From an optimization exercise on the open Yosys and OpenROAD flow, aimed at small area and a short achievable clock period; shortcuts taken in it are not production practice.
At most, simulation tests tie the RTL to the original design; equivalence was not proved.
Function not checked in runs 1 to 3: the RTL went through the layout flow alone.
Power figures rest on the tool's default switching activity, not on a simulated workload.

`design/flow/config.mk`:
```
export PLATFORM = sky130hd
export DESIGN_NAME = lane_hough
export DESIGN_NICKNAME = lane_hough
export VERILOG_FILES = /design/flow/design.v
export SDC_FILE = /design/flow/constraint.sdc
export NUM_CORES = 4
export LEC_CHECK = 0
export ABC_CLOCK_PERIOD_IN_PS = 2700
export CAP_MARGIN = 20
export CORE_MARGIN = 2
export CORE_UTILIZATION = 40
export SETUP_SLACK_MARGIN = 4.3
export SLEW_MARGIN = 20
```
`design/flow/constraint.sdc`:
```
create_clock -name core_clock -period 7.0 [get_ports {clk}]
set_input_delay 1.4000 -clock core_clock [delete_from_list [all_inputs] [get_ports {clk}]]
set_output_delay 1.4000 -clock core_clock [all_outputs]
set_load 0.01 [all_outputs]
```
`design/flow/design.v`:
```
`timescale 1ns / 1ps
module lane_hough(clk, reset, in_xy_valid, in_new_pixel, in_x_nms, in_y_nms, in_end_one_row,
                  out_rho_vote, out_phi_vote, out_vote_valid);
input clk, reset;
input [7:0] in_new_pixel;
input [8:0] in_x_nms;
input [7:0] in_y_nms;
input in_xy_valid;
input in_end_one_row;
output [5:0] out_rho_vote;
output [6:0] out_phi_vote;
output out_vote_valid;
integer i;
reg [8:0] xd [1:11];
reg [7:0] yd [1:13];
reg [12:1] vd;
reg [11:1] ed;
always @(posedge clk) begin
    xd[1] <= in_x_nms;
    for (i = 2; i <= 11; i = i + 1) xd[i] <= xd[i-1];
    yd[1] <= in_y_nms;
    for (i = 2; i <= 13; i = i + 1) yd[i] <= yd[i-1];
    vd <= {vd[11:1], in_xy_valid};
    ed <= {ed[10:1], in_end_one_row};
end
reg [7:0] c1 [0:131];
always @(posedge clk) begin
    c1[0] <= in_new_pixel;
    for (i = 1; i <= 131; i = i + 1) c1[i] <= c1[i-1];
end
reg [7:0] pl_a5, pl_a6, pl_g5;
always @(posedge clk) begin
    pl_a5 <= ((c1[131] >> 4) + (c1[129] >> 4)) + ((c1[3] >> 4) + (c1[1] >> 4));
    pl_a6 <= ((c1[130] >> 3) + (c1[67] >> 3)) + ((c1[65] >> 3) + (c1[2] >> 3));
    pl_g5 <= (c1[66] >> 2);
end
wire [7:0] gf = pl_a5 + pl_g5 + pl_a6;
reg [7:0] c2 [1:132];
always @(posedge clk) begin
    c2[1] <= gf;
    for (i = 2; i <= 132; i = i + 1) c2[i] <= c2[i-1];
end
wire [7:0] g1 = c2[132], g2 = c2[131], g3 = c2[130];
wire [7:0] g4 = c2[68],  g5 = c2[67],  g6 = c2[66];
wire [7:0] g7 = c2[4],   g8 = c2[3],   g9 = c2[2];
wire [9:0] gxp = {2'b0, g3} + {2'b0, g9} + {1'b0, g6, 1'b0};
wire [9:0] gxn = {2'b0, g1} + {2'b0, g7} + {1'b0, g4, 1'b0};
wire [9:0] gyp = {2'b0, g7} + {2'b0, g9} + {1'b0, g8, 1'b0};
wire [9:0] gyn = {2'b0, g1} + {2'b0, g3} + {1'b0, g2, 1'b0};
reg [9:0] gx, gy;
always @(posedge clk) begin
    gx <= gxp - gxn;
    gy <= gyp - gyn;
end
wire sx = gx[9], sy = gy[9];
wire [7:0] d56 = g5 - g6;
reg [11:1] le_d, ge_d;
always @(posedge clk) begin
    le_d <= {le_d[10:1], (d56 == 8'd0) | d56[7]};
    ge_d <= {ge_d[10:1], ~d56[7]};
end
wire rf_flag_rise_all = le_d[8] & le_d[9] & le_d[10] & le_d[11];
wire rf_flag_fall_all = ge_d[8] & ge_d[9] & ge_d[10] & ge_d[11];
reg [9:0] cd_y1, cd_x1, cd_y2, cd_x2, cd_y3, cd_x3, cd_y4, cd_x4;
reg roi_1;
always @(posedge clk) begin
    cd_x1 <= (gx ^ {10{sx}}) + (gy ^ {10{sy}}) + {9'd0, sx} + {9'd0, sy};
    cd_y1 <= (gy ^ {10{sy}}) + (gx ^ {10{~sx}}) + {9'd0, sy} + {9'd0, ~sx};
    roi_1 <= ~(sx ^ sy);
    cd_y2 <= cd_y1[9] ? cd_y1 + (cd_x1 >> 1) : cd_y1 - (cd_x1 >> 1);
    cd_x2 <= cd_y1[9] ? cd_x1 - (cd_y1 >> 1) : cd_x1 + (cd_y1 >> 1);
    cd_y3 <= cd_y2[9] ? cd_y2 + (cd_x2 >> 2) : cd_y2 - (cd_x2 >> 2);
    cd_x3 <= cd_y2[9] ? cd_x2 - (cd_y2 >> 2) : cd_x2 + (cd_y2 >> 2);
    cd_y4 <= cd_y3[9] ? cd_y3 + (cd_x3 >> 3) : cd_y3 - (cd_x3 >> 3);
    cd_x4 <= cd_y3[9] ? cd_x3 - (cd_y3 >> 3) : cd_x3 + (cd_y3 >> 3);
end
wire [9:0] cd_y5_nx = cd_y4[9] ? cd_y4 + (cd_x4 >> 4) : cd_y4 - (cd_x4 >> 4);
reg cd_sign5;
always @(posedge clk) cd_sign5 <= cd_y5_nx[9];
reg [4:0] s1d; reg [3:0] s2d; reg [2:0] s3d; reg [1:0] s4d; reg s5d;
always @(posedge clk) begin
    s1d <= {s1d[3:0], cd_y1[9]};
    s2d <= {s2d[2:0], cd_y2[9]};
    s3d <= {s3d[1:0], cd_y3[9]};
    s4d <= {s4d[0], cd_y4[9]};
    s5d <= cd_sign5;
end
wire [4:0] sgn7 = {s5d, s4d[1], s3d[2], s2d[3], s1d[4]};
reg [6:0] phi8_nx; reg rng_nx;
always @(*) begin
    case (sgn7)
    5'd0: begin phi8_nx = 7'd99; rng_nx = 1'b0; end
    5'd1: begin phi8_nx = 7'd45; rng_nx = 1'b1; end
    5'd2: begin phi8_nx = 7'd71; rng_nx = 1'b1; end
    5'd3: begin phi8_nx = 7'd17; rng_nx = 1'b1; end
    5'd4: begin phi8_nx = 7'd84; rng_nx = 1'b0; end
    5'd5: begin phi8_nx = 7'd31; rng_nx = 1'b1; end
    5'd6: begin phi8_nx = 7'd56; rng_nx = 1'b1; end
    5'd7: begin phi8_nx = 7'd3; rng_nx = 1'b0; end
    5'd8: begin phi8_nx = 7'd91; rng_nx = 1'b0; end
    5'd9: begin phi8_nx = 7'd38; rng_nx = 1'b1; end
    5'd10: begin phi8_nx = 7'd63; rng_nx = 1'b1; end
    5'd11: begin phi8_nx = 7'd10; rng_nx = 1'b1; end
    5'd12: begin phi8_nx = 7'd77; rng_nx = 1'b0; end
    5'd13: begin phi8_nx = 7'd24; rng_nx = 1'b1; end
    5'd14: begin phi8_nx = 7'd49; rng_nx = 1'b1; end
    5'd15: begin phi8_nx = 7'd124; rng_nx = 1'b0; end
    5'd16: begin phi8_nx = 7'd95; rng_nx = 1'b0; end
    5'd17: begin phi8_nx = 7'd42; rng_nx = 1'b1; end
    5'd18: begin phi8_nx = 7'd67; rng_nx = 1'b1; end
    5'd19: begin phi8_nx = 7'd14; rng_nx = 1'b1; end
    5'd20: begin phi8_nx = 7'd81; rng_nx = 1'b0; end
    5'd21: begin phi8_nx = 7'd28; rng_nx = 1'b1; end
    5'd22: begin phi8_nx = 7'd53; rng_nx = 1'b1; end
    5'd23: begin phi8_nx = 7'd0; rng_nx = 1'b0; end
    5'd24: begin phi8_nx = 7'd88; rng_nx = 1'b0; end
    5'd25: begin phi8_nx = 7'd35; rng_nx = 1'b1; end
    5'd26: begin phi8_nx = 7'd60; rng_nx = 1'b1; end
    5'd27: begin phi8_nx = 7'd7; rng_nx = 1'b1; end
    5'd28: begin phi8_nx = 7'd74; rng_nx = 1'b1; end
    5'd29: begin phi8_nx = 7'd20; rng_nx = 1'b1; end
    5'd30: begin phi8_nx = 7'd46; rng_nx = 1'b1; end
    5'd31: begin phi8_nx = 7'd120; rng_nx = 1'b0; end
    endcase
end
reg [6:0] cd_phi8;    
reg phi_rng;          
always @(posedge clk) begin
    cd_phi8 <= phi8_nx;
    phi_rng <= rng_nx;
end
reg [5:0] rg_d;       
always @(posedge clk) begin
    rg_d <= {rg_d[4:0], roi_1 & (cd_x1 > 10'd10)};
end
wire ck_g_phi = rg_d[5] & phi_rng;
reg nms_ckgphi_g5, nms_ckgphi_g4;
always @(posedge clk) begin
    nms_ckgphi_g5 <= ck_g_phi;
    nms_ckgphi_g4 <= nms_ckgphi_g5;
end
wire nms_ckgphi_g456 = ck_g_phi & nms_ckgphi_g5 & nms_ckgphi_g4;
reg [9:0] nms_gadd_g4;
reg nms_gadd_sign_g54;
reg [6:1] g456;
wire [9:0] g5_sub_g4 = cd_x1 - nms_gadd_g4;
always @(posedge clk) begin
    nms_gadd_g4 <= cd_x1;
    nms_gadd_sign_g54 <= (g5_sub_g4 == 10'd0) | g5_sub_g4[9];
    g456 <= {g456[5:1], g5_sub_g4[9] & ~nms_gadd_sign_g54};
end
wire nms_all = g456[6] & nms_ckgphi_g456;
reg [6:0] phiavg_1, phiavg_2;
always @(posedge clk) begin
    phiavg_1 <= cd_phi8;
    phiavg_2 <= phiavg_1;
end
wire [6:0] phiavg_3 = (cd_phi8 >> 2) + (phiavg_1 >> 1) + (phiavg_2 >> 2);
wire [8:0] x_nms11 = xd[11];
wire lp_edge_rise = nms_all & rf_flag_rise_all;
wire lp_edge_fall = nms_all & rf_flag_fall_all;
reg lp_flag_rised, lp_valid2;
reg [8:0] lp_x, lp_x_mid;
reg [6:0] lp_phi, lp_phi_mid;
wire lp_valid1 = lp_flag_rised & lp_edge_fall;
wire [8:0] lp_denta_x = x_nms11 - lp_x;
wire lp_check_width = (lp_denta_x > 9'd5) & (lp_denta_x < 9'd50);
always @(posedge clk) begin
    if (lp_edge_rise) begin
        lp_x <= x_nms11;
        lp_phi <= phiavg_3;
    end
    lp_flag_rised <= lp_edge_rise ? 1'b1 : (lp_edge_fall | ed[11]) ? 1'b0 : lp_flag_rised;
    lp_valid2 <= lp_valid1 & vd[12] & lp_check_width;
    lp_x_mid <= (lp_x >> 1) + (x_nms11 >> 1);
    lp_phi_mid <= (lp_phi >> 1) + (phiavg_3 >> 1);
end
reg [8:0] fifo_x [0:15];
reg [6:0] fifo_phi [0:15];
reg [7:0] fifo_y [0:15];
reg [4:0] cnt;
reg lifo_empty;
reg [8:0] lifo_x;
reg [6:0] lifo_phi;
reg [7:0] lifo_y;
wire lifo_re;
wire lifo_we = lp_valid2;
wire full_int = (cnt == 5'd16);
wire empty_int = (cnt == 5'd0);
wire we_real = lifo_we & ~lifo_re & ~full_int;
wire re_real = ~lifo_we & lifo_re & ~empty_int;
wire rw_same = lifo_we & lifo_re;
wire [3:0] cnt_m1 = cnt[3:0] - 4'd1;
always @(posedge clk) begin
    if (reset) cnt <= 5'd0;
    else if (we_real) cnt <= cnt + 5'd1;
    else if (re_real) cnt <= cnt - 5'd1;
end
always @(posedge clk) begin
    if (we_real) begin
        fifo_x[cnt[3:0]] <= lp_x_mid;
        fifo_phi[cnt[3:0]] <= lp_phi_mid;
        fifo_y[cnt[3:0]] <= yd[13];
    end
end
always @(posedge clk) begin
    lifo_empty <= empty_int;
    lifo_x <= rw_same ? lp_x_mid : fifo_x[cnt_m1];
    lifo_y <= rw_same ? yd[13] : fifo_y[cnt_m1];
    lifo_phi <= rw_same ? lp_phi_mid : fifo_phi[cnt_m1];
end
reg [2:0] ht_denta_x;
reg [3:0] ht_denta_phi;
reg ht_free;
wire phi_eq_10 = (ht_denta_phi == 4'd10);
wire done_loop_xphi = (ht_denta_x == 3'd4) & phi_eq_10;
wire load_new_point = (ht_free | done_loop_xphi) & ~lifo_empty;
assign lifo_re = load_new_point;
always @(posedge clk) begin
    if ((done_loop_xphi & lifo_empty) | reset) ht_free <= 1'b1;
    else if (load_new_point) ht_free <= 1'b0;
    if (load_new_point | reset) ht_denta_x <= 3'd0;
    else ht_denta_x <= ht_denta_x + {2'b0, phi_eq_10};
    if (load_new_point | phi_eq_10 | reset) ht_denta_phi <= 4'd0;
    else ht_denta_phi <= ht_denta_phi + 4'd1;
end
reg [8:0] ht_x_tmp;
reg [6:0] ht_phi_tmp;
reg [7:0] ht_y1, ht_y2, ht_y3;
always @(posedge clk) begin
    if (load_new_point) begin
        ht_x_tmp <= lifo_x - 9'd2;
        ht_phi_tmp <= lifo_phi - 7'd5;
        ht_y1 <= lifo_y;
    end
end
reg [6:0] ht_phi_loop, ht_phi1, ht_phi2, ht_phi3, ht_phi4;
reg [8:0] ht_x_loop, ht_x_loop_1;
always @(posedge clk) begin
    ht_phi_loop <= ht_phi_tmp + {3'b0, ht_denta_phi};
    ht_x_loop <= ht_x_tmp + {6'b0, ht_denta_x};
    ht_y2 <= ht_y1;
    ht_x_loop_1 <= ht_x_loop;
    ht_y3 <= ht_y2;
    ht_phi1 <= ht_phi_loop;
    ht_phi2 <= ht_phi1;
    ht_phi3 <= ht_phi2;
    ht_phi4 <= ht_phi3;
end
reg [9:0] sin_nx, cos_nx;
always @(*) begin
    case (ht_phi_loop)
    7'd0: sin_nx = 10'd0;
    7'd1: sin_nx = 10'd17;
    7'd2: sin_nx = 10'd35;
    7'd3: sin_nx = 10'd53;
    7'd4: sin_nx = 10'd71;
    7'd5: sin_nx = 10'd89;
    7'd6: sin_nx = 10'd107;
    7'd7: sin_nx = 10'd124;
    7'd8: sin_nx = 10'd142;
    7'd9: sin_nx = 10'd160;
    7'd10: sin_nx = 10'd177;
    7'd11: sin_nx = 10'd195;
    7'd12: sin_nx = 10'd212;
    7'd13: sin_nx = 10'd230;
    7'd14: sin_nx = 10'd247;
    7'd15: sin_nx = 10'd265;
    7'd16: sin_nx = 10'd282;
    7'd17: sin_nx = 10'd299;
    7'd18: sin_nx = 10'd316;
    7'd19: sin_nx = 10'd333;
    7'd20: sin_nx = 10'd350;
    7'd21: sin_nx = 10'd366;
    7'd22: sin_nx = 10'd383;
    7'd23: sin_nx = 10'd400;
    7'd24: sin_nx = 10'd416;
    7'd25: sin_nx = 10'd432;
    7'd26: sin_nx = 10'd448;
    7'd27: sin_nx = 10'd464;
    7'd28: sin_nx = 10'd480;
    7'd29: sin_nx = 10'd496;
    7'd30: sin_nx = 10'd511;
    7'd31: sin_nx = 10'd527;
    7'd32: sin_nx = 10'd542;
    7'd33: sin_nx = 10'd557;
    7'd34: sin_nx = 10'd572;
    7'd35: sin_nx = 10'd587;
    7'd36: sin_nx = 10'd601;
    7'd37: sin_nx = 10'd616;
    7'd38: sin_nx = 10'd630;
    7'd39: sin_nx = 10'd644;
    7'd40: sin_nx = 10'd658;
    7'd41: sin_nx = 10'd671;
    7'd42: sin_nx = 10'd685;
    7'd43: sin_nx = 10'd698;
    7'd44: sin_nx = 10'd711;
    7'd45: sin_nx = 10'd724;
    7'd46: sin_nx = 10'd736;
    7'd47: sin_nx = 10'd748;
    7'd48: sin_nx = 10'd760;
    7'd49: sin_nx = 10'd772;
    7'd50: sin_nx = 10'd784;
    7'd51: sin_nx = 10'd795;
    7'd52: sin_nx = 10'd806;
    7'd53: sin_nx = 10'd817;
    7'd54: sin_nx = 10'd828;
    7'd55: sin_nx = 10'd838;
    7'd56: sin_nx = 10'd848;
    7'd57: sin_nx = 10'd858;
    7'd58: sin_nx = 10'd868;
    7'd59: sin_nx = 10'd877;
    7'd60: sin_nx = 10'd886;
    7'd61: sin_nx = 10'd895;
    7'd62: sin_nx = 10'd904;
    7'd63: sin_nx = 10'd912;
    7'd64: sin_nx = 10'd920;
    7'd65: sin_nx = 10'd928;
    7'd66: sin_nx = 10'd935;
    7'd67: sin_nx = 10'd942;
    7'd68: sin_nx = 10'd949;
    7'd69: sin_nx = 10'd955;
    7'd70: sin_nx = 10'd962;
    7'd71: sin_nx = 10'd968;
    7'd72: sin_nx = 10'd973;
    7'd73: sin_nx = 10'd979;
    7'd74: sin_nx = 10'd984;
    7'd75: sin_nx = 10'd989;
    default: sin_nx = 10'd0;
    endcase
end
always @(*) begin
    case (ht_phi_loop)
    7'd0: cos_nx = 10'd1023;
    7'd1: cos_nx = 10'd1023;
    7'd2: cos_nx = 10'd1023;
    7'd3: cos_nx = 10'd1022;
    7'd4: cos_nx = 10'd1021;
    7'd5: cos_nx = 10'd1020;
    7'd6: cos_nx = 10'd1018;
    7'd7: cos_nx = 10'd1016;
    7'd8: cos_nx = 10'd1014;
    7'd9: cos_nx = 10'd1011;
    7'd10: cos_nx = 10'd1008;
    7'd11: cos_nx = 10'd1005;
    7'd12: cos_nx = 10'd1001;
    7'd13: cos_nx = 10'd997;
    7'd14: cos_nx = 10'd993;
    7'd15: cos_nx = 10'd989;
    7'd16: cos_nx = 10'd984;
    7'd17: cos_nx = 10'd979;
    7'd18: cos_nx = 10'd973;
    7'd19: cos_nx = 10'd968;
    7'd20: cos_nx = 10'd962;
    7'd21: cos_nx = 10'd955;
    7'd22: cos_nx = 10'd949;
    7'd23: cos_nx = 10'd942;
    7'd24: cos_nx = 10'd935;
    7'd25: cos_nx = 10'd928;
    7'd26: cos_nx = 10'd920;
    7'd27: cos_nx = 10'd912;
    7'd28: cos_nx = 10'd904;
    7'd29: cos_nx = 10'd895;
    7'd30: cos_nx = 10'd886;
    7'd31: cos_nx = 10'd877;
    7'd32: cos_nx = 10'd868;
    7'd33: cos_nx = 10'd858;
    7'd34: cos_nx = 10'd848;
    7'd35: cos_nx = 10'd838;
    7'd36: cos_nx = 10'd828;
    7'd37: cos_nx = 10'd817;
    7'd38: cos_nx = 10'd806;
    7'd39: cos_nx = 10'd795;
    7'd40: cos_nx = 10'd784;
    7'd41: cos_nx = 10'd772;
    7'd42: cos_nx = 10'd760;
    7'd43: cos_nx = 10'd748;
    7'd44: cos_nx = 10'd736;
    7'd45: cos_nx = 10'd724;
    7'd46: cos_nx = 10'd711;
    7'd47: cos_nx = 10'd698;
    7'd48: cos_nx = 10'd685;
    7'd49: cos_nx = 10'd671;
    7'd50: cos_nx = 10'd658;
    7'd51: cos_nx = 10'd644;
    7'd52: cos_nx = 10'd630;
    7'd53: cos_nx = 10'd616;
    7'd54: cos_nx = 10'd601;
    7'd55: cos_nx = 10'd587;
    7'd56: cos_nx = 10'd572;
    7'd57: cos_nx = 10'd557;
    7'd58: cos_nx = 10'd542;
    7'd59: cos_nx = 10'd527;
    7'd60: cos_nx = 10'd512;
    7'd61: cos_nx = 10'd496;
    7'd62: cos_nx = 10'd480;
    7'd63: cos_nx = 10'd464;
    7'd64: cos_nx = 10'd448;
    7'd65: cos_nx = 10'd432;
    7'd66: cos_nx = 10'd416;
    7'd67: cos_nx = 10'd400;
    7'd68: cos_nx = 10'd383;
    7'd69: cos_nx = 10'd366;
    7'd70: cos_nx = 10'd350;
    7'd71: cos_nx = 10'd333;
    7'd72: cos_nx = 10'd316;
    7'd73: cos_nx = 10'd299;
    7'd74: cos_nx = 10'd282;
    7'd75: cos_nx = 10'd265;
    default: cos_nx = 10'd0;
    endcase
end
reg [9:0] ht_sin, ht_cos;
always @(posedge clk) begin
    ht_sin <= sin_nx;
    ht_cos <= cos_nx;
end
reg [9:0] m1_lo, m2_lo;
reg [13:0] m1_hi, m2_hi;
reg [7:0] m1_h, m2_h;
reg [5:0] ht_rho;
wire [14:0] m1_lo_full = ht_cos * ht_x_loop_1[4:0];
wire [13:0] m2_lo_full = ht_sin * ht_y3[3:0];
wire [13:0] m1_sum = {4'd0, m1_lo} + m1_hi;
wire [13:0] m2_sum = {4'd0, m2_lo} + m2_hi;
wire [7:0] rho_sum = m1_h + m2_h;
always @(posedge clk) begin
    m1_lo <= m1_lo_full[14:5];
    m1_hi <= ht_cos * ht_x_loop_1[8:5];
    m2_lo <= m2_lo_full[13:4];
    m2_hi <= ht_sin * ht_y3[7:4];
    m1_h <= m1_sum[12:5];
    m2_h <= m2_sum[13:6];
    ht_rho <= {1'b0, rho_sum[7:3]};
end
reg [5:1] ht_valid;
always @(posedge clk) ht_valid <= {ht_valid[4:1], ~ht_free};
assign out_rho_vote = ht_rho;
assign out_phi_vote = ht_phi4;
assign out_vote_valid = ht_valid[5];
endmodule
```
`design/flow/run.sh`:
```
#!/bin/bash
# synth_recipe.tcl (not shown) runs the flow's synth.tcl, then flattens the netlist and writes it again
# the make line also repeats each setting of config.mk as NAME=value (left out here)
make -C /OpenROAD-flow-scripts/flow DESIGN_CONFIG=/design/flow/config.mk WORK_HOME=/design/flow/orfs CLKGATE_MAP_FILE= SYNTH_SCRIPT=/design/flow/synth_recipe.tcl finish
```
==> key figures, run 1 <==
Power
  • Worst VDD drop: between 0.3 and 0.4 mV
  • Leak Pwr: between 30 and 40 nW
  • Psw: 11.5 mW
  • Sequential power share: between 40 and 50%
  • Pint: around 32 mW
  • Switching part of the total: approximately a quarter
  • Clock power share: 33.6%
  • Comb pwr share: about 22%
  • P per Cell Area: ~450 nW/um^2

Logic synthesis
  • Post-synthesis average cell area: 15.0 sq um
  • Adder-Cell Fraction of Synth Area: under 10%
  • Compound-cell area share of the yosys netlist: under 10%
  • Ys Warns: 5
  • Netlist area before placement: approximately 83,000 sq um
  • Post-Synth Simple-Gate Area: approximately 4.2%
  • Yosys cell types: 75
  • Syn_nets: between 6k and 7k
  • #FFs+latches synth: around 2.8k
  • Seq/Total Area, Yosys: about three quarters
  • Synth Instances: between 5k and 6k
  • Async S/R FF share, synth: 0%
  • Main synth FF type: dfxtp_1
  • Main combinational cell family by area after synthesis: adder cells
  • Mux cell area share after synthesis: 3.50%
  • Post-synthesis xor/xnor area fraction: approximately 2.7%
  • Number of synthesized flops with an enable pin: around 420

Global route
  • Initial antenna violation count: 2
  • Largest net degree at the start of global routing: a little over 90
  • GRT Util Overall: between 10% and 20%
  • Vias in the first global route: approximately 40k
  • Global-route wire length before repair: about 210,000 microns
  • GRT overflow: 0

Layout
  • Filler-free cell count of the finished design: 8,801
  • Fin nets: approximately 6.5k
  • Fin area: ~98,000 sq um
  • Fill cells: between 15k and 20k
  • Most common cell after layout, fill and taps aside: dfxtp_1
  • Leading cell types in the layout, fill and taps excluded: dfxtp_1, edfxtp_1, inv_1, ha_1, clkbuf_16
  • Area Overhead vs Synth: 19.2%
  • Fraction of layout cells with a size suffix above 1: about 17%

CTS
  • Num CTS Buffers: between 200 and 300
  • Root buf cell: clkbuf_16
  • CTS max path bufs: 4
  • Clock-pin slew on the worst setup and hold paths: about 0.060 ns
  • CTS tree: built
  • Hold buffer count at cts: 0
  • CTS H-tree depth: 5
  • Worst skew pair latency: approximately 0.92 ns
  • Sink Count: 2,841

Worst setup path
  • Crit. End Element: flip-flop
  • Buf+Inv Stages, Crit Path: 4
  • Reg2reg setup slack: ~3.6 ns
  • Family with the most delay on the worst path: adder cells
  • Worst path cell trace: fa_1 -> inv_2 -> fa_1 -> inv_2 -> fa_1 -> inv_2 -> fa_2 -> inv_2 -> a21oi_2 -> o21bai_1 -> a21o_1 -> a21oi_2 -> o21ai_2 -> xnor2_1
  • Req. time, crit path: about 7.8 ns
  • Data arrival time of the critical path: about 4.2 ns
  • CP peak stage delay: around 0.55 ns
  • CP Launch Type: flip-flop
  • Setup Crit Path Kind: flip-flop to flip-flop
  • Slowest-stage cell, CP: fa_1
  • Crit path max fanout: 3
  • Critical Path Most Common Cell: inv_2

Die
  • Die area: 210,000 sq um
  • DIE WIDTH: 458 microns
  • Initial core utilization: approximately 40%
  • # IOs: 43
  • Number of core rows: approximately 170
  • Placeable core area: about 200,000 sq um
  • Die Ht: about 460 microns

STA
  • Max-slew headroom: approximately 54%
  • Setup TNS: 0 ns
  • Fmax: around 290 MHz
  • Worst Clk Skew: around 0.086 ns
  • Final hold violation count: 0
  • Slew Viols, Final: 0
  • RSZ-0062 raised after global routing: true
  • Final setup viols: 0
  • Fin crit share: 48.8%
  • Minimum clock period: 3.41 ns
  • Slew @ Worst Pin: ~0.68 ns

Routing
  • ANT nets after route: 0
  • Routed vias: 39.1k
  • Post-route DRC: 0
  • WL per Instance: between 10 and 15 microns
  • DRT iter0 DRCs: approximately 2.2k
  • Via density: between 4 and 5
  • Routed wire length: roughly 130,000 microns
  • Initial DRT Pass Iterations: 5

Placement
  • Final HPWL from detailed placement: between 70,000 and 80,000 microns
  • Placer Congestion: just under 0.8
  • # port buffers: 39
  • # placed instances: around 8k
  • Placed cell area: a little under 90,000 sq um

Job
  • Max cap viols: 0

Outcome
  • Status: complete, no violations

Min path
  • Worst Hold Class: flip-flop to flip-flop
==> cell type report <==
cell class,count,area [sq um],share of cell area (%)
clock buffers,418,8520,8.66
flip-flops and latches,2841,61300,62.3
repair inverters,1,7.51,0.00763
multi-input cells,2202,21000,21.3
well taps,2688,3360,3.42
clock inverters,74,822,0.836
diodes,1,2.50,0.00254
inverters,372,1410,1.43
repair buffers,204,1970,2.01
==> cell usage after synthesis (all sizes together) (4+ instances only) <==
master  instances  area, sq um
nand3          20          100
clkbuf         62          233
and3            9         56.3
dfxtp        2418        48400
mux4           98         2210
nor2b          35          219
nor3           58          290
a21oi         197          997
o21bai         22          165
o22ai          22          138
nand2         198          743
or2             5         31.3
a31oi          18          113
nor2          210          788
mux2           28          315
a21boi          5         37.5
and2          103          644
o21a           13         97.6
nand2b         26          163
xnor2         163         1430
mux2i          37          370
nor4           13         81.3
fa            179         3580
a211oi         13         97.6
o211ai         10         75.1
inv           371         1390
ha            333         4170
nand3b          8         60.1
a2111o          5         56.3
o21ai         123          616
a221oi          4         35.0
a31o           10         87.6
or3             9         56.3
a21o           38          285
nand4          10         62.6
o41ai           4         42.6
xor2           95          832
o31ai           4         30.0
nor3b           7         52.6
a311oi         12          105
buf            37          183
edfxtp        423        12700
==> logic make-up (layout without fill, tap and decap cells) <==
family	count (synthesis)	count (layout)
compound gates	535	535
flops	2841	2841
fa+ha+maj	512	512
mux	163	163
buf+inv	471	1069
simple gates	721	733
xor+xnor	258	258
other cells	1	2
==> metal layers <==
metal	track usage [%]	routed length [microns]	part of all wire, %
met1	16.8	61100	47
met2	19.7	59300	45
met5	0	0	0
met3	2.81	6640	5.1
met4	4.74	4100	3.1
==> flip-flops by register name, summed over array words and instances, names as in the netlist, 14 cells and up <==
register / flops
c1: 726
fifo_y: 128
yd: 104
m2_hi: 14
fifo_phi: 112
xd: 99
fifo_x: 144
c2: 1056
==> worst register-to-register path: cells and delay by family, from the launching register on <==
family                   cells  cell delay, ns
adder cells (fa/ha/maj)      4            1.99
AO/OA/AOI/OAI                5            0.61
flip-flops                   1            0.36
buffers and inverters        4            0.20
XOR/XNOR                     1            0.12
==> metrics by stage <==
stage                     total power, mW  setup WS [ns]  utilization [%]  hold slack (ns)
final                                44.0           3.59             48.0            0.259
after detailed placement             27.9           3.03             42.2            0.312
after CTS                            43.6           3.53             47.5            0.255
after floorplan                      26.0           3.69                -            0.309
after global placement               27.8           3.09             42.2            0.310
after global routing                 46.6           3.42             48.0            0.265
==> worst paths after layout <==
| check | depth (start not counted) | startpoint | end |
|---|---|---|---|
| worst min register to register | 0 | c1[5][6] | c1[6][6] |
| worst max-delay path | 14 | c2[130][2] | gx[9] |
| worst max register to register | 14 | c2[130][2] | gx[9] |
| worst min-delay path | 0 | c1[5][6] | c1[6][6] |
==> power by group through the flow <==
stage	logic, mW	clock network (mW)	registers, mW
6_report	9.79	14.8	19.4
5_1_grt	11.1	15.9	19.6
4_1_cts	8.97	15.3	19.4
3_5_place_dp	8.17	0	19.8
3_3_place_gp	8.09	0	19.7
2_1_floorplan	6.65	0	19.4
==> repair_timing <==
action | CTS | global route
cloned | 9 | 5
setup endpoints to repair | 476 | 299
buffers inserted | 106 | 40
pin swaps | 97 | 84
gates resized for setup | 224 | 130
==> run 2: changes to the inputs <==
==> design/flow/config.mk (replaced) <==
export PLATFORM = sky130hd
export DESIGN_NAME = lane_hough
export DESIGN_NICKNAME = lane_hough
export VERILOG_FILES = /design/flow/design.v
export SDC_FILE = /design/flow/constraint.sdc
export NUM_CORES = 4
export LEC_CHECK = 0
export CAP_MARGIN = 20
export CORE_MARGIN = 2
export CORE_UTILIZATION = 40
export SLEW_MARGIN = 20
==> run 2 against run 1 <==
Net effect:
- still clean
- sequential cell count unchanged
- synthesized area unchanged
- clock skew decreased by 0.018 ns
- clock power about the same
- register-to-register slack got worse by 0.80 ns
- non-clock buffer count decreased by 142
- utilization decreased by 1.4 points
- cell count decreased by 1.8%
- worst hold slack improved by 0.016 ns
- highest routed layer is now met5
==> key figures, run 2 <==
Placement
  • # port buffers: 39 (unchanged)
  • Placer Congestion: 0.803 (was 0.787)
  • Final HPWL from detailed placement: 73,900 microns (was 74,200 microns)
  • Pre-CTS WS: 2.78 ns (was 3.03 ns)

STA
  • Final setup viols: 0 (unchanged)
  • Final setup margin: 2.79 ns (was 3.59 ns)
  • Slew Viols, Final: 0 (unchanged)
  • Slew @ Worst Pin: 1.08 ns (was 0.684 ns)
  • Minimum clock period: 4.21 ns (was 3.41 ns)
  • Setup TNS: 0 ns (unchanged)
  • RSZ-0062 raised after global routing: false (was true)
  • Max-slew headroom: 27.9% (was 54.3%)
  • Fmax: 237 MHz (was 293 MHz)
  • Fin crit share: 60.2% (was 48.8%)
  • Final hold violation count: 0 (unchanged)
  • Worst Clk Skew: 0.0675 ns (was 0.0859 ns)

Logic synthesis
  • Ys Warns: 5 (unchanged)
  • Async S/R FF share, synth: 0% (unchanged)
  • Netlist area before placement: 82,600 sq um (unchanged)
  • Largest cells by area after synthesis: dfxtp_1, edfxtp_1, ha_1, fa_1, mux4_2 (unchanged)
  • Post-synthesis average cell area: 15.0 sq um (unchanged)
  • Top cell type by total area after synthesis: dfxtp_1 (unchanged)
  • Most numerous cell in the Yosys netlist: dfxtp_1 (unchanged)
  • Yosys cell types: 75 (unchanged)
  • Syn_nets: 6,043 (unchanged)
  • Synth Instances: 5,502 (unchanged)
  • #FFs+latches synth: 2,841 (unchanged)
  • Seq/Total Area, Yosys: 74.0% (unchanged)
  • Number of synthesized flops with an enable pin: 423 (unchanged)
  • Commonest cells post-synth: dfxtp_1, edfxtp_1, inv_1 (unchanged)
  • Area share of the largest cell type after synthesis: 58.6% (unchanged)
  • Main synth FF type: dfxtp_1 (unchanged)

Routing
  • DRT iter0 DRCs: 1,994 (was 2,185)
  • WL per Instance: 14.5 microns (was 14.9 microns)
  • Routed vias: 38.3k (was 39.1k)
  • ANT nets after route: 0 (unchanged)
  • Via density: 4.43 (was 4.44)
  • Post-route DRC: 0 (unchanged)
  • Routed wire length: 125,000 microns (was 131,000 microns)
  • Initial DRT Pass Iterations: 5 (unchanged)

Die
  • Initial core utilization: 40.3% (unchanged)
  • Die area: 210,000 sq um (unchanged)
  • Placeable core area: 205,000 sq um (unchanged)
  • Number of core rows: 166 (unchanged)
  • Die Ht: 458 microns (unchanged)
  • # IOs: 43 (unchanged)
  • DIE WIDTH: 458 microns (unchanged)

Layout
  • Most common cell after layout, fill and taps aside: dfxtp_1 (unchanged)
  • Leading cell types in the layout, fill and taps excluded: dfxtp_1, edfxtp_1, inv_1, ha_1, clkbuf_16 (unchanged)
  • Flip-flop count of the largest register after layout: 1,056 (unchanged)
  • Fraction of layout cells with a size suffix above 1: 10.4% (was 17.2%)
  • Fin nets: 6,297 (was 6,454)
  • Area Overhead vs Synth: 15.8% (was 19.2%)
  • Top reg by flops: c2 (unchanged)

Min path
  • Worst Hold Class: flip-flop to flip-flop (unchanged)
  • Hold endpoint: c2[128][0] (was c1[6][6])
  • Hold_sp: c2[127][0] (was c1[5][6])
  • Hold Crit Depth: 0 (unchanged)

Worst setup path
  • Family with the most delay on the worst path: adder cells (unchanged)
  • Req. time, crit path: 7.71 ns (was 7.77 ns)
  • Setup Crit Path Kind: flip-flop to flip-flop (unchanged)
  • Worst R2R End: m1_lo[9] (was gx[9])
  • CP Launch Type: flip-flop (unchanged)
  • Slowest-stage cell, CP: fa_1 (unchanged)
  • Data arrival time of the critical path: 4.93 ns (was 4.19 ns)
  • Critical Path Most Common Cell: fa_1 (was inv_2)
  • Buf+Inv Stages, Crit Path: 1 (was 4)
  • Worst Reg2Reg Path Length in Cells: 13 (was 14)
  • RR Startpoint: ht_x_loop_1[4] (was c2[130][2])
  • Reg2reg setup slack: 2.79 ns (was 3.59 ns)
  • Worst path cell trace: nand2_1 -> fa_1 -> fa_1 -> fa_1 -> inv_1 -> ha_1 -> nand4_1 -> o21ai_0 -> a21oi_1 -> nor3_1 -> nor3_1 -> o21ba_2 -> xnor2_1 (was fa_1 -> inv_2 -> fa_1 -> inv_2 -> fa_1 -> inv_2 -> fa_2 -> inv_2 -> a21oi_2 -> o21bai_1 -> a21o_1 -> a21oi_2 -> o21ai_2 -> xnor2_1)
  • CP peak stage delay: 0.57 ns (was 0.55 ns)
  • Crit path max fanout: 10 (was 3)
  • Crit. End Element: flip-flop (unchanged)

CTS
  • Sink Count: 2,841 (unchanged)
  • Worst skew pair latency: 0.91 ns (was 0.92 ns)
  • Clock-pin slew on the worst setup and hold paths: 0.06 ns (about the same)
  • Setup Fix Bufs, Post-CTS: 0 (was 106)
  • CTS H-tree depth: 5 (unchanged)
  • CTS tree: built (unchanged)
  • Root buf cell: clkbuf_16 (unchanged)
  • Num CTS Buffers: 289 (was 291)
  • CTS max path bufs: 4 (unchanged)
  • CTS resizes: 0 (was 224)
  • Hold buffer count at cts: 0 (unchanged)

Global route
  • Vias in the first global route: 39.6k (was 40.1k)
  • GRT Util Overall: 12.2% (was 12.5%)
  • GRT overflow: 0 (unchanged)
  • Global-route wire length before repair: 208,000 microns (was 212,000 microns)
  • Initial antenna violation count: 2 (unchanged)
  • Largest net degree at the start of global routing: 91 (unchanged)

Outcome
  • Status: complete, no violations (unchanged)

Job
  • Max cap viols: 0 (unchanged)

Power
  • Leak Pwr: 38.8 nW (was 39.9 nW)
  • P per Cell Area: 440 nW/um^2 (was 447 nW/um^2)
  • Worst VDD drop: 0.290 mV (was 0.395 mV)
run 2: cell counts after synthesis:
Identical to the previous run, type by type.
run 2: worst reg2reg max path, cell delays in order (launching register included):
cell and delay, ns:
dfxtp_1 0.50, nand2_1 0.14, fa_1 0.52, fa_1 0.51, fa_1 0.57, inv_1 0.05
ha_1 0.29, nand4_1 0.10, o21ai_0 0.48, a21oi_1 0.19, nor3_1 0.29, nor3_1 0.12
o21ba_2 0.21, xnor2_1 0.11
run 2: layout make-up:
type | count | area (sq um)
Clock inverter | 82 | 942
Antenna cell | 3 | 7.51
Inverter | 372 | 1400
Clock buffer | 408 | 8320
Timing Repair Buffer | 62 | 663
Tap cell | 2688 | 3360
Sequential cell | 2841 | 61100
Multi-Input combinational cell | 2190 | 19800
Fill cell | 17700 | 109000
run 2: routing by layer:
layer	up-vias	track usage, %	wire, microns
met5	-	0	13
li1	18900	-	-
met2	570	19.5	57400
met3	308	2.60	5110
met4	2	4.79	3790
met1	18500	16.1	59100
run 2: report_power, final:
group | internal, mW | switching (mW) | total, mW
registers | 18.5 | 0.951 | 19.4
logic | 3.73 | 4.16 | 7.89
clock network | 8.89 | 5.85 | 14.7
run 2: logic make-up (layout without fill, tap and decap cells):
group	Yosys count	count (layout)	synth area share [%]
other cells	1	4	0.00454
fa+ha+maj	512	512	9.39
buf+inv	471	924	2.19
flops	2841	2841	74.0
xor+xnor	258	258	2.74
mux	163	163	3.50
simple gates	721	721	4.16
compound gates	535	535	4.00
run 2: how the worst max path moves through the flow:
stage,to,slack [ns],cells past startpoint,start
detailed placement,m1_lo[9],2.78,13,ht_x_loop_1[4]
finish,m1_lo[9],2.79,13,ht_x_loop_1[4]
CTS,m1_lo[9],2.76,13,ht_x_loop_1[4]
global placement,m1_lo[9],2.78,13,ht_x_loop_1[4]
floorplan,fifo_phi[1][0],2.48,7,cnt[0]
global route,m1_lo[9],2.54,13,ht_x_loop_1[4]
run 2: stage by stage:
stage          util (%)  hold WS [ns]  cell area [sq um]  cells  total power [mW]
2_1_floorplan         -         0.310              82600   5502              25.8
3_3_place_gp       42.0         0.310              86200   8148              27.6
3_5_place_dp       42.0         0.312              86200   8148              27.8
4_1_cts            46.6         0.283              95400   8638              42.7
5_1_grt            46.6         0.289              95600   8645              44.6
6_report           46.6         0.275              95600   8646              42.0
==> run 3: changes to the inputs <==
--- a/design/flow/design.v
+++ b/design/flow/design.v
@@ -35,22 +35,24 @@
     pl_g5 <= (c1[66] >> 2);
 end
 wire [7:0] gf = pl_a5 + pl_g5 + pl_a6;
-reg [7:0] c2 [1:132];
+reg [7:0] c2 [1:131];
 always @(posedge clk) begin
     c2[1] <= gf;
-    for (i = 2; i <= 132; i = i + 1) c2[i] <= c2[i-1];
+    for (i = 2; i <= 131; i = i + 1) c2[i] <= c2[i-1];
+end
+wire [7:0] g5 = c2[67], g6 = c2[66];
+reg [9:0] vr0, vr1, vr2, sbot, stop;
+always @(posedge clk) begin
+    vr0 <= {2'b0, c2[129]} + {2'b0, c2[1]} + {1'b0, c2[65], 1'b0};
+    vr1 <= vr0;
+    vr2 <= vr1;
+    sbot <= {2'b0, c2[3]} + {2'b0, c2[1]} + {1'b0, c2[2], 1'b0};
+    stop <= {2'b0, c2[131]} + {2'b0, c2[129]} + {1'b0, c2[130], 1'b0};
 end
-wire [7:0] g1 = c2[132], g2 = c2[131], g3 = c2[130];
-wire [7:0] g4 = c2[68],  g5 = c2[67],  g6 = c2[66];
-wire [7:0] g7 = c2[4],   g8 = c2[3],   g9 = c2[2];
-wire [9:0] gxp = {2'b0, g3} + {2'b0, g9} + {1'b0, g6, 1'b0};
-wire [9:0] gxn = {2'b0, g1} + {2'b0, g7} + {1'b0, g4, 1'b0};
-wire [9:0] gyp = {2'b0, g7} + {2'b0, g9} + {1'b0, g8, 1'b0};
-wire [9:0] gyn = {2'b0, g1} + {2'b0, g3} + {1'b0, g2, 1'b0};
 reg [9:0] gx, gy;
 always @(posedge clk) begin
-    gx <= gxp - gxn;
-    gy <= gyp - gyn;
+    gx <= vr0 - vr2;
+    gy <= sbot - stop;
 end
 wire sx = gx[9], sy = gy[9];
 wire [7:0] d56 = g5 - g6;
@@ -150,12 +152,12 @@
     g456 <= {g456[5:1], g5_sub_g4[9] & ~nms_gadd_sign_g54};
 end
 wire nms_all = g456[6] & nms_ckgphi_g456;
-reg [6:0] phiavg_1, phiavg_2;
+reg [6:0] phiavg_1, phiavg_q;
 always @(posedge clk) begin
     phiavg_1 <= cd_phi8;
-    phiavg_2 <= phiavg_1;
+    phiavg_q <= (cd_phi8 >> 1) + (phiavg_1 >> 2);
 end
-wire [6:0] phiavg_3 = (cd_phi8 >> 2) + (phiavg_1 >> 1) + (phiavg_2 >> 2);
+wire [6:0] phiavg_3 = (cd_phi8 >> 2) + phiavg_q;
 wire [8:0] x_nms11 = xd[11];
 wire lp_edge_rise = nms_all & rf_flag_rise_all;
 wire lp_edge_fall = nms_all & rf_flag_fall_all;
@@ -212,17 +214,20 @@
 reg [2:0] ht_denta_x;
 reg [3:0] ht_denta_phi;
 reg ht_free;
-wire phi_eq_10 = (ht_denta_phi == 4'd10);
-wire done_loop_xphi = (ht_denta_x == 3'd4) & phi_eq_10;
+reg phi_eq_10;         
+reg done_loop_xphi;    
 wire load_new_point = (ht_free | done_loop_xphi) & ~lifo_empty;
+wire ht_clr = load_new_point | reset;
 assign lifo_re = load_new_point;
 always @(posedge clk) begin
     if ((done_loop_xphi & lifo_empty) | reset) ht_free <= 1'b1;
     else if (load_new_point) ht_free <= 1'b0;
-    if (load_new_point | reset) ht_denta_x <= 3'd0;
+    if (ht_clr) ht_denta_x <= 3'd0;
     else ht_denta_x <= ht_denta_x + {2'b0, phi_eq_10};
-    if (load_new_point | phi_eq_10 | reset) ht_denta_phi <= 4'd0;
+    if (ht_clr | phi_eq_10) ht_denta_phi <= 4'd0;
     else ht_denta_phi <= ht_denta_phi + 4'd1;
+    phi_eq_10 <= ~ht_clr & (ht_denta_phi == 4'd9);
+    done_loop_xphi <= ~ht_clr & (ht_denta_phi == 4'd9) & (ht_denta_x == 3'd4);
 end
 reg [8:0] ht_x_tmp;
 reg [6:0] ht_phi_tmp;
@@ -415,22 +420,25 @@
     ht_sin <= sin_nx;
     ht_cos <= cos_nx;
 end
+wire [12:0] m1_a = ht_cos * ht_x_loop_1[2:0];
+wire [12:0] m2_a = ht_sin * ht_y3[2:0];
 reg [9:0] m1_lo, m2_lo;
-reg [13:0] m1_hi, m2_hi;
+reg [12:0] m1_md, m1_hi, m2_md;
+reg [11:0] m2_hi;
 reg [7:0] m1_h, m2_h;
 reg [5:0] ht_rho;
-wire [14:0] m1_lo_full = ht_cos * ht_x_loop_1[4:0];
-wire [13:0] m2_lo_full = ht_sin * ht_y3[3:0];
-wire [13:0] m1_sum = {4'd0, m1_lo} + m1_hi;
-wire [13:0] m2_sum = {4'd0, m2_lo} + m2_hi;
+wire [16:0] m1_sum = {7'd0, m1_lo} + {4'd0, m1_md} + {1'b0, m1_hi, 3'd0};
+wire [15:0] m2_sum = {6'd0, m2_lo} + {3'd0, m2_md} + {1'b0, m2_hi, 3'd0};
 wire [7:0] rho_sum = m1_h + m2_h;
 always @(posedge clk) begin
-    m1_lo <= m1_lo_full[14:5];
-    m1_hi <= ht_cos * ht_x_loop_1[8:5];
-    m2_lo <= m2_lo_full[13:4];
-    m2_hi <= ht_sin * ht_y3[7:4];
-    m1_h <= m1_sum[12:5];
-    m2_h <= m2_sum[13:6];
+    m1_lo <= m1_a[12:3];
+    m1_md <= ht_cos * ht_x_loop_1[5:3];
+    m1_hi <= ht_cos * ht_x_loop_1[8:6];
+    m2_lo <= m2_a[12:3];
+    m2_md <= ht_sin * ht_y3[5:3];
+    m2_hi <= ht_sin * ht_y3[7:6];
+    m1_h <= m1_sum[14:7];
+    m2_h <= m2_sum[14:7];
     ht_rho <= {1'b0, rho_sum[7:3]};
 end
 reg [5:1] ht_valid;
--- a/design/flow/config.mk
+++ b/design/flow/config.mk
@@ -8,4 +8,5 @@
 export CAP_MARGIN = 20
 export CORE_MARGIN = 2
 export CORE_UTILIZATION = 40
+export SETUP_SLACK_MARGIN = 4.3
 export SLEW_MARGIN = 20
==> run 3 against run 2 <==
Net effect:
- still clean
- worst hold slack worse by 0.0025 ns
- sequential power is 3% higher
- count of clock-buffer cells in the layout is 11 lower
- cell count is 4.5% higher
- clock power is 3% higher
- sequential share of layout area is 0.63 points lower
- die area is 2.3% higher
- combinational power is 0.6% higher
- wire length is 3.8% higher
- sequential cell count is 68 higher
- total power is 2.1% higher
- first-iteration DRC count is 0.75% lower
- critical endpoint is now m1_md[6]
- largest cell class unchanged
- highest routed layer is now met4
==> key figures, run 3 <==
Outcome
  • Status: complete, no violations (unchanged)

CTS
  • Hold buffer count at cts: 0 (unchanged)
  • Worst skew pair latency: 0.90 ns (was 0.91 ns)
  • Root buf cell: clkbuf_16 (unchanged)
  • Clock-pin slew on the worst setup and hold paths: 0.06 ns (about the same)
  • Num CTS Buffers: 293 (was 289)
  • Sink Count: 2,909 (was 2,841)
  • CTS H-tree depth: 5 (unchanged)
  • CTS tree: built (unchanged)
  • CTS max path bufs: 4 (unchanged)

Logic synthesis
  • Synth Instances: 5,703 (was 5,502)
  • Area share of the largest cell type after synthesis: 58.9% (was 58.6%)
  • Netlist area before placement: 84,500 sq um (was 82,600 sq um)
  • Yosys cell types: 76 (was 75)
  • Commonest cells post-synth: dfxtp_1, edfxtp_1, ha_1 (was dfxtp_1, edfxtp_1, inv_1)
  • Post-synthesis average cell area: 14.8 sq um (was 15.0 sq um)
  • Number of synthesized flops with an enable pin: 423 (unchanged)
  • Async S/R FF share, synth: 0% (unchanged)
  • Ys Warns: 5 (unchanged)
  • Syn_nets: 6,230 (was 6,043)
  • Main synth FF type: dfxtp_1 (unchanged)
  • #FFs+latches synth: 2,909 (was 2,841)
  • Top cell type by total area after synthesis: dfxtp_1 (unchanged)
  • Seq/Total Area, Yosys: 74.0% (about the same)
  • Largest cells by area after synthesis: dfxtp_1, edfxtp_1, ha_1, fa_1, mux4_2 (unchanged)
  • Most numerous cell in the Yosys netlist: dfxtp_1 (unchanged)

STA
  • Minimum clock period: 2.72 ns (was 4.21 ns)
  • Final setup margin: 4.28 ns (was 2.79 ns)
  • Slew Viols, Final: 0 (unchanged)
  • Setup TNS: 0 ns (unchanged)
  • Max-slew headroom: 25.0% (was 27.9%)
  • Fmax: 367 MHz (was 237 MHz)
  • Final hold violation count: 0 (unchanged)
  • Final setup viols: 0 (unchanged)
  • Fin crit share: 38.9% (was 60.2%)
  • RSZ-0062 raised after global routing: true (was false)
  • Slew @ Worst Pin: 1.12 ns (was 1.08 ns)
  • Worst Clk Skew: 0.0836 ns (was 0.0675 ns)

Min path
  • Hold Crit Depth: 0 (unchanged)
  • Hold endpoint: c2[109][0] (was c2[128][0])
  • Hold_sp: c2[108][0] (was c2[127][0])
  • Worst Hold Class: flip-flop to flip-flop (unchanged)

Routing
  • Via density: 4.44 (was 4.43)
  • Routed vias: 40.1k (was 38.3k)
  • Routed wire length: 130,000 microns (was 125,000 microns)
  • Post-route DRC: 0 (unchanged)
  • WL per Instance: 14.4 microns (was 14.5 microns)
  • Initial DRT Pass Iterations: 7 (was 5)
  • DRT iter0 DRCs: 1,979 (was 1,994)
  • ANT nets after route: 0 (unchanged)

Placement
  • Final HPWL from detailed placement: 74,800 microns (was 73,900 microns)
  • Placer Congestion: 0.765 (was 0.803)
  • # port buffers: 39 (unchanged)
  • # placed instances: 8,448 (was 8,148)
  • Pre-CTS WS: 3.47 ns (was 2.78 ns)

Worst setup path
  • Crit. End Element: flip-flop (unchanged)
  • CP peak stage delay: 0.45 ns (was 0.57 ns)
  • Worst Reg2Reg Path Length in Cells: 15 (was 13)
  • Req. time, crit path: 7.72 ns (was 7.71 ns)
  • Slowest-stage cell, CP: fa_1 (unchanged)
  • Worst path cell trace: buf_6 -> buf_4 -> nand2_1 -> fa_1 -> buf_4 -> fa_2 -> nor2b_2 -> o21ai_2 -> a21boi_2 -> buf_4 -> buf_6 -> buf_6 -> buf_6 -> buf_6 -> nor2_2 (was nand2_1 -> fa_1 -> fa_1 -> fa_1 -> inv_1 -> ha_1 -> nand4_1 -> o21ai_0 -> a21oi_1 -> nor3_1 -> nor3_1 -> o21ba_2 -> xnor2_1)
  • Data arrival time of the critical path: 3.44 ns (was 4.93 ns)
  • Setup Crit Path Kind: flip-flop to flip-flop (unchanged)
  • Reg2reg setup slack: 4.28 ns (was 2.79 ns)
  • RR Startpoint: ht_cos[2] (was ht_x_loop_1[4])
  • Crit path max fanout: 6 (was 10)
  • CP Launch Type: flip-flop (unchanged)
  • Worst R2R End: m1_md[6] (was m1_lo[9])
  • Critical Path Most Common Cell: buf_6 (was fa_1)

Global route
  • GRT overflow: 0 (unchanged)
  • GRT Util Overall: 12.0% (was 12.2%)
  • Initial antenna violation count: 3 (was 2)
  • Global-route wire length before repair: 212,000 microns (was 208,000 microns)
  • Largest net degree at the start of global routing: 77 (was 91)
  • Vias in the first global route: 40.5k (was 39.6k)

Layout
  • Final Core Density: 47.1% (was 46.6%)
  • Leading cell types in the layout, fill and taps excluded: dfxtp_1, edfxtp_1, ha_1, inv_1, clkbuf_16 (was dfxtp_1, edfxtp_1, inv_1, ha_1, clkbuf_16)
  • Fraction of layout cells with a size suffix above 1: 14.1% (was 10.4%)
  • Fin nets: 6,551 (was 6,297)
  • Area Overhead vs Synth: 17.1% (was 15.8%)
  • Most common cell after layout, fill and taps aside: dfxtp_1 (unchanged)
  • Flip-flop count of the largest register after layout: 1,048 (was 1,056)
  • Filler-free cell count of the finished design: 9,037 (was 8,646)
  • Top reg by flops: c2 (unchanged)

Power
  • P per Cell Area: 434 nW/um^2 (was 440 nW/um^2)
  • Post-layout power: 42.9 mW (was 42.0 mW)
  • Worst VDD drop: 0.371 mV (was 0.290 mV)
  • Leak Pwr: 40.2 nW (was 38.8 nW)

Die
  • DIE WIDTH: 464 microns (was 458 microns)
  • Placeable core area: 210,000 sq um (was 205,000 sq um)
  • # IOs: 43 (unchanged)
  • Initial core utilization: 40.3% (about the same)
  • Die area: 215,000 sq um (was 210,000 sq um)
  • Die Ht: 464 microns (was 458 microns)
  • Number of core rows: 168 (was 166)

Job
  • Max cap viols: 0 (unchanged)
==> run 3: changes by cell type after synthesis, sizes merged, moves of 22 or more <==
cell	before	now
nor3	58	86
nand2	198	272
o21ai	123	153
inv	371	299
fa	179	130
nor2b	35	58
xnor2	163	185
dfxtp	2418	2486
ha	333	368
and2	103	58
==> run 3: repair_timing <==
item                                   CTS  global route
gates cloned                             0             3
setup endpoints to repair              305           336
buffers inserted                        15            66
resized for setup                      156           122
endpoints found under the hold margin    0             0
pin swaps                               11            50
==> run 3: where the power goes <==
group | switching, mW | leakage, nW | internal (mW)
combinational | 4.09 | 11.2 | 3.86
clock | 6.02 | 4.66 | 9.11
sequential | 0.973 | 24.3 | 18.9
total | 11.1 | 40.2 | 31.8
==> run 3: kinds of logic (layout without fill, tap and decap cells) <==
family / after synthesis / count (layout) / synth area share [%]
AO/OA/AOI/OAI: 591 / 591 / 4.36
XOR/XNOR: 290 / 290 / 3.01
adder cells (fa/ha/maj): 498 / 498 / 8.53
buffers and inverters: 413 / 938 / 1.97
flip-flops: 2909 / 2909 / 74.0
multiplexers: 172 / 172 / 3.61
other: 1 / 2 / 0.00444
AND/OR/NAND/NOR: 829 / 832 / 4.56
==> run 3: critical path, delay by kind of cell (launching register included) <==
| kind | cells | cell delay (ns) |
|---|---|---|
| adder cells (fa/ha/maj) | 2 | 0.85 |
| buffers and inverters | 8 | 0.85 |
| flip-flops | 1 | 0.40 |
| AO/OA/AOI/OAI | 2 | 0.28 |
| AND/OR/NAND/NOR | 3 | 0.21 |
==> run 3: layout make-up <==
type                       instances  area [sq um]
inverter                         300          1140
clock inverter                   105          1230
sequential                      2909         62600
fill                           18300        111000
antenna                            1          2.50
multi-input combinational       2384         20900
tap                             2805          3510
timing repair buffer             136          1310
clock buffer                     397          8260
==> run 3: worst max-delay path by stage <==
stage / cells past startpoint / startpoint / endpoint
after detailed placement: 6 / cnt[0] / lifo_x[7]
after global placement: 6 / cnt[0] / lifo_x[7]
after floorplan: 10 / cnt[0] / fifo_phi[1][0]
after global routing: 15 / ht_cos[2] / m1_md[6]
final: 15 / ht_cos[2] / m1_md[6]
after CTS: 7 / cnt[1] / fifo_x[1][2]
==> run 3: through the flow <==
| step | cell area, sq um | hold slack (ns) |
|---|---|---|
| finish | 98900 | 0.273 |
| global route | 98900 | 0.282 |
| CTS | 97900 | 0.274 |
| detailed placement | 88100 | 0.312 |
| global placement | 88100 | 0.310 |
| floorplan | 84500 | 0.310 |
==> run 3: layer usage <==
| layer | vias to the layer above | track usage (%) | share of wire [%] |
|---|---|---|---|
| li1 | 19900 | - | - |
| met4 | 0 | 4.66 | 3.0 |
| met5 | - | 0 | 0 |
| met1 | 19200 | 16.5 | 48 |
| met2 | 689 | 18.6 | 45 |
| met3 | 319 | 2.64 | 4.5 |
==> run 4: changes to the inputs <==
--- a/design/flow/design.v
+++ b/design/flow/design.v
@@ -182,17 +182,13 @@
 reg [7:0] fifo_y [0:15];
 reg [4:0] cnt;
 reg lifo_empty;
-reg [8:0] lifo_x;
-reg [6:0] lifo_phi;
-reg [7:0] lifo_y;
+reg [3:0] lifo_rp;     
 wire lifo_re;
 wire lifo_we = lp_valid2;
 wire full_int = (cnt == 5'd16);
 wire empty_int = (cnt == 5'd0);
 wire we_real = lifo_we & ~lifo_re & ~full_int;
 wire re_real = ~lifo_we & lifo_re & ~empty_int;
-wire rw_same = lifo_we & lifo_re;
-wire [3:0] cnt_m1 = cnt[3:0] - 4'd1;
 always @(posedge clk) begin
     if (reset) cnt <= 5'd0;
     else if (we_real) cnt <= cnt + 5'd1;
@@ -207,10 +203,11 @@
 end
 always @(posedge clk) begin
     lifo_empty <= empty_int;
-    lifo_x <= rw_same ? lp_x_mid : fifo_x[cnt_m1];
-    lifo_y <= rw_same ? yd[13] : fifo_y[cnt_m1];
-    lifo_phi <= rw_same ? lp_phi_mid : fifo_phi[cnt_m1];
+    lifo_rp <= cnt[3:0] - 4'd1;
 end
+wire [8:0] lifo_x = fifo_x[lifo_rp];
+wire [6:0] lifo_phi = fifo_phi[lifo_rp];
+wire [7:0] lifo_y = fifo_y[lifo_rp];
 reg [2:0] ht_denta_x;
 reg [3:0] ht_denta_phi;
 reg ht_free;
==> run 4 against run 3 <==
Net effect:
- still clean on timing, DRC and antenna
- sequential cell count fell by 20
- final area fell by 0.58%
- sequential share of layout area barely moved
- die area fell by 1.2%
- clock power barely moved
- synthesized cell count fell by 3.0%
- non-clock buffer count rose by 23
- first-iteration DRC count rose by 7.0%
- synthesized area fell by 1.2%
- clock skew fell by 0.016 ns
- total power fell by 1.2%
- combinational power fell by 3.4%
- critical path type is now flip-flop to output pin
- largest cell class unchanged
- largest power group unchanged
==> key figures, run 4 <==
Routing
  • Routed vias: 38.9k (was 40.1k)
  • WL per Instance: 14.1 microns (was 14.4 microns)
  • ANT nets after route: 0 (unchanged)
  • Via density: 4.38 (was 4.44)
  • Initial DRT Pass Iterations: 8 (was 7)
  • DRT iter0 DRCs: 2,118 (was 1,979)
  • Post-route DRC: 0 (unchanged)
  • Routed wire length: 125,000 microns (was 130,000 microns)

Global route
  • Gr busiest metal: met2 (unchanged)
  • GRT Util Overall: 12.0% (about the same)
  • Met2 usage: 18.8% (was 18.6%)
  • Initial antenna violation count: 3 (unchanged)
  • Vias in the first global route: 39.3k (was 40.5k)
  • Global-route wire length before repair: 206,000 microns (was 212,000 microns)
  • GRT overflow: 0 (unchanged)
  • Largest net degree at the start of global routing: 81 (was 77)
  • M3 GR Usage: 2.76% (was 2.64%)
  • GR Layer Usage met1: 16.1% (was 16.5%)

Die
  • # IOs: 43 (unchanged)
  • Initial core utilization: 40.3% (about the same)
  • Number of core rows: 167 (was 168)
  • Placeable core area: 207,000 sq um (was 210,000 sq um)
  • Die area: 212,000 sq um (was 215,000 sq um)
  • Die Ht: 461 microns (was 464 microns)
  • DIE WIDTH: 461 microns (was 464 microns)

CTS
  • Sink Count: 2,889 (was 2,909)
  • Num CTS Buffers: 292 (was 293)
  • Worst skew pair latency: 0.90 ns (about the same)
  • Hold buffer count at cts: 0 (unchanged)
  • Clock-pin slew on the worst setup and hold paths: 0.06 ns (about the same)
  • CTS tree: built (unchanged)
  • CTS max path bufs: 4 (unchanged)
  • CTS H-tree depth: 5 (unchanged)
  • Root buf cell: clkbuf_16 (unchanged)

Logic synthesis
  • Async S/R FF share, synth: 0% (unchanged)
  • #FFs+latches synth: 2,889 (was 2,909)
  • Commonest cells post-synth: dfxtp_1, edfxtp_1, ha_1 (unchanged)
  • Top cell type by total area after synthesis: dfxtp_1 (unchanged)
  • Area share of the largest cell type after synthesis: 59.2% (was 58.9%)
  • Largest cells by area after synthesis: dfxtp_1, edfxtp_1, ha_1, mux4_2, fa_1 (was dfxtp_1, edfxtp_1, ha_1, fa_1, mux4_2)
  • Seq/Total Area, Yosys: 74.4% (was 74.0%)
  • Yosys cell types: 72 (was 76)
  • Most numerous cell in the Yosys netlist: dfxtp_1 (unchanged)
  • Ys Warns: 5 (unchanged)
  • Main synth FF type: dfxtp_1 (unchanged)
  • Syn_nets: 6,060 (was 6,230)
  • Post-synthesis average cell area: 15.1 sq um (was 14.8 sq um)
  • Netlist area before placement: 83,400 sq um (was 84,500 sq um)
  • Synth Instances: 5,533 (was 5,703)
  • Number of synthesized flops with an enable pin: 423 (unchanged)

Worst setup path
  • Critical Path Sink: out_vote_valid (was m1_md[6])
  • Setup Crit Path Kind: flip-flop to output pin (was flip-flop to flip-flop)
  • Req. time, crit path: 5.60 ns (was 7.72 ns)
  • Worst path cell trace: buf_6 (was buf_6 -> buf_4 -> nand2_1 -> fa_1 -> buf_4 -> fa_2 -> nor2b_2 -> o21ai_2 -> a21boi_2 -> buf_4 -> buf_6 -> buf_6 -> buf_6 -> buf_6 -> nor2_2)
  • Crit path max fanout: 1 (was 6)
  • Total stage count of the critical path: 1 (was 15)
  • Worst R2R End: ht_x_tmp[7] (was m1_md[6])
  • Family with the most delay on the worst path: flip-flops (was adder cells)
  • Slowest-stage cell, CP: dfxtp_2 (was fa_1)
  • Crit. End Element: output pin (was flip-flop)
  • Reg2reg setup slack: 4.29 ns (was 4.28 ns)
  • CP peak stage delay: 0.31 ns (was 0.45 ns)
  • Critical path startpoint: ht_valid[5] (was ht_cos[2])
  • Worst Reg2Reg Path Length in Cells: 10 (was 15)
  • Buf+Inv Stages, Crit Path: 1 (was 8)
  • RR Startpoint: lifo_rp[0] (was ht_cos[2])
  • Data arrival time of the critical path: 1.33 ns (was 3.44 ns)
  • CP Launch Type: flip-flop (unchanged)

STA
  • Fmax: 366 MHz (was 367 MHz)
  • Setup TNS: 0 ns (unchanged)
  • Final hold violation count: 0 (unchanged)
  • Fin crit share: 39.0% (was 38.9%)
  • Slew Viols, Final: 0 (unchanged)
  • Worst Clk Skew: 0.0675 ns (was 0.0836 ns)
  • Minimum clock period: 2.73 ns (was 2.72 ns)
  • Final setup margin: 4.27 ns (was 4.28 ns)
  • Slew @ Worst Pin: 1.09 ns (was 1.12 ns)
  • Final setup viols: 0 (unchanged)
  • RSZ-0062 raised after global routing: true (unchanged)
  • Max-slew headroom: 27.3% (was 25.0%)

Placement
  • # placed instances: 8,280 (was 8,448)
  • Final HPWL from detailed placement: 72,000 microns (was 74,800 microns)
  • Placer Congestion: 0.789 (was 0.765)
  • Pre-CTS WS: 3.07 ns (was 3.47 ns)
  • # port buffers: 39 (unchanged)

Layout
  • Area Overhead vs Synth: 17.9% (was 17.1%)
  • Flip-flop count of the largest register after layout: 1,048 (unchanged)
  • Multi-input combinational cell area: 20,400 sq um (was 20,900 sq um)
  • Most common cell after layout, fill and taps aside: dfxtp_1 (unchanged)
  • Register Area: 62,200 sq um (was 62,600 sq um)
  • Fin nets: 6,413 (was 6,551)
  • Fill cells: 17.8k (was 18.3k)
  • Fraction of layout cells with a size suffix above 1: 15.0% (was 14.1%)
  • Top reg by flops: c2 (unchanged)
  • Leading cell types in the layout, fill and taps excluded: dfxtp_1, edfxtp_1, ha_1, inv_1, clkbuf_16 (unchanged)
  • Filler-free cell count of the finished design: 8,885 (was 9,037)

Min path
  • Worst Hold Class: flip-flop to flip-flop (unchanged)

Power
  • Leak Pwr: 40.3 nW (was 40.2 nW)
  • P per Cell Area: 431 nW/um^2 (was 434 nW/um^2)
  • Worst VDD drop: 0.333 mV (was 0.371 mV)

Outcome
  • Status: complete, no violations (unchanged)

Job
  • Max cap viols: 0 (unchanged)
run 4: cell types whose count changed after synthesis, moves of 17 or more:
cell	before	now
buf_2	34	10
dfxtp_1	2486	2466
inv_1	299	327
mux2_2	29	5
mux2i_1	40	13
mux4_2	103	124
nand2_1	272	241
nor2_1	227	160
nor3_1	86	67
o21ai_0	126	145
o21ai_1	26	1
o21bai_1	10	27
xnor2_1	185	159
run 4: worst min-delay path by stage:
stage	start	cells past startpoint	slack, ns	to
finish	yd[9][4]	0	0.28	yd[10][4]
global route	ht_valid[3]	0	0.27	ht_valid[4]
CTS	c2[95][2]	0	0.27	c2[96][2]
detailed placement	c1[36][2]	0	0.31	c1[37][2]
global placement	c2[58][1]	0	0.31	c2[59][1]
floorplan	c1[99][3]	0	0.31	c1[100][3]
run 4: timing repair:
item                       in CTS  in global routing
resized for setup             200                142
buffers inserted               42                 53
hold endpoints to repair        0                  0
cloned                          3                  2
setup endpoints to repair     273                 84
pin swaps                      21                 65
run 4: area by class of cell:
type	count	area share, %
Sequential cell	2889	63.3
Multi-Input combinational cell	2215	20.8
Clock buffer	400	8.49
Tap cell	2788	3.55
Timing Repair Buffer	159	1.51
Inverter	328	1.26
Clock inverter	104	1.11
Timing Repair inverter	1	0.00509
Antenna cell	1	0.00254
run 4: kinds of logic after synthesis:
family                     count (synthesis)  share of synthesized area (%)
muxes                                    146                           3.70
DFF                                     2889                           74.4
other                                      1                        0.00449
buffers and inverters                    429                           2.00
xor gates and xnor gates                 275                           2.89
and+or+nand+nor                          714                           4.09
adders and majority gates                498                           8.64
AOI/OAI and AO/OA                        581                           4.30
run 4: metrics by stage:
stage	hold WS (ns)	total power, mW	util (%)	instance area [sq um]
2_1_floorplan	0.310	25.6	-	83500
3_3_place_gp	0.310	27.2	42.1	87200
3_5_place_dp	0.312	27.4	42.1	87200
4_1_cts	0.268	42.7	47.0	97500
5_1_grt	0.273	44.9	47.4	98300
6_report	0.276	42.4	47.4	98300
run 4: power breakdown:
| group | total, mW | internal, mW | switching (mW) |
|---|---|---|---|
| clock | 15.0 | 9.02 | 5.99 |
| sequential | 19.7 | 18.8 | 0.953 |
| combinational | 7.67 | 3.66 | 4.01 |
run 4: metal layers:
layer / vias to the layer above / share of wire, %
met1: 18500 / 47
li1: 19400 / -
met3: 279 / 4.9
met2: 683 / 45
met4: 2 / 2.7
met5: - / 0.010

[static timing again, ports no longer ideal]
The results above use ideal ports. As a check the final layouts listed here were re-extracted and re-timed, cells and wires unchanged.
Step 1 sets driving cells, clkbuf_16 on the clock port and buf_2 on the other inputs (assumed; they add their load-dependent delay and slew).
Step 2 also shifts input and output timing later by t, the mid clock arrival at the registers, as if the neighbouring blocks saw the same clock.
Slacks: no drivers / after step 1 / after step 2; pairs: no drivers / after step 1.
| run | shift t [ns] | setup WS [ns] | worst hold slack (ns) | worst data-port slew with drivers (ns) |
|---|---|---|---|---|
| run 1 | 0.953 | 3.587 / 3.587 / 3.587 | 0.259 / 0.259 / 0.259 | 0.09 |
| run 2 | 0.954 | 2.788 / 2.788 / 2.788 | 0.275 / 0.275 / 0.275 | 0.09 |
| run 3 | 0.946 | 4.279 / 4.242 / 4.031 | 0.273 / 0.273 / 0.273 | 0.12 |
| run 4 | 0.955 | 4.270 / 4.189 / 4.150 | 0.276 / 0.276 / 0.276 | 0.09 |
After both steps every run listed still meets setup and hold. For run 3, which loses most, drivers alone change the setup slack by -0.037 ns; drivers and shift together by -0.248 ns.
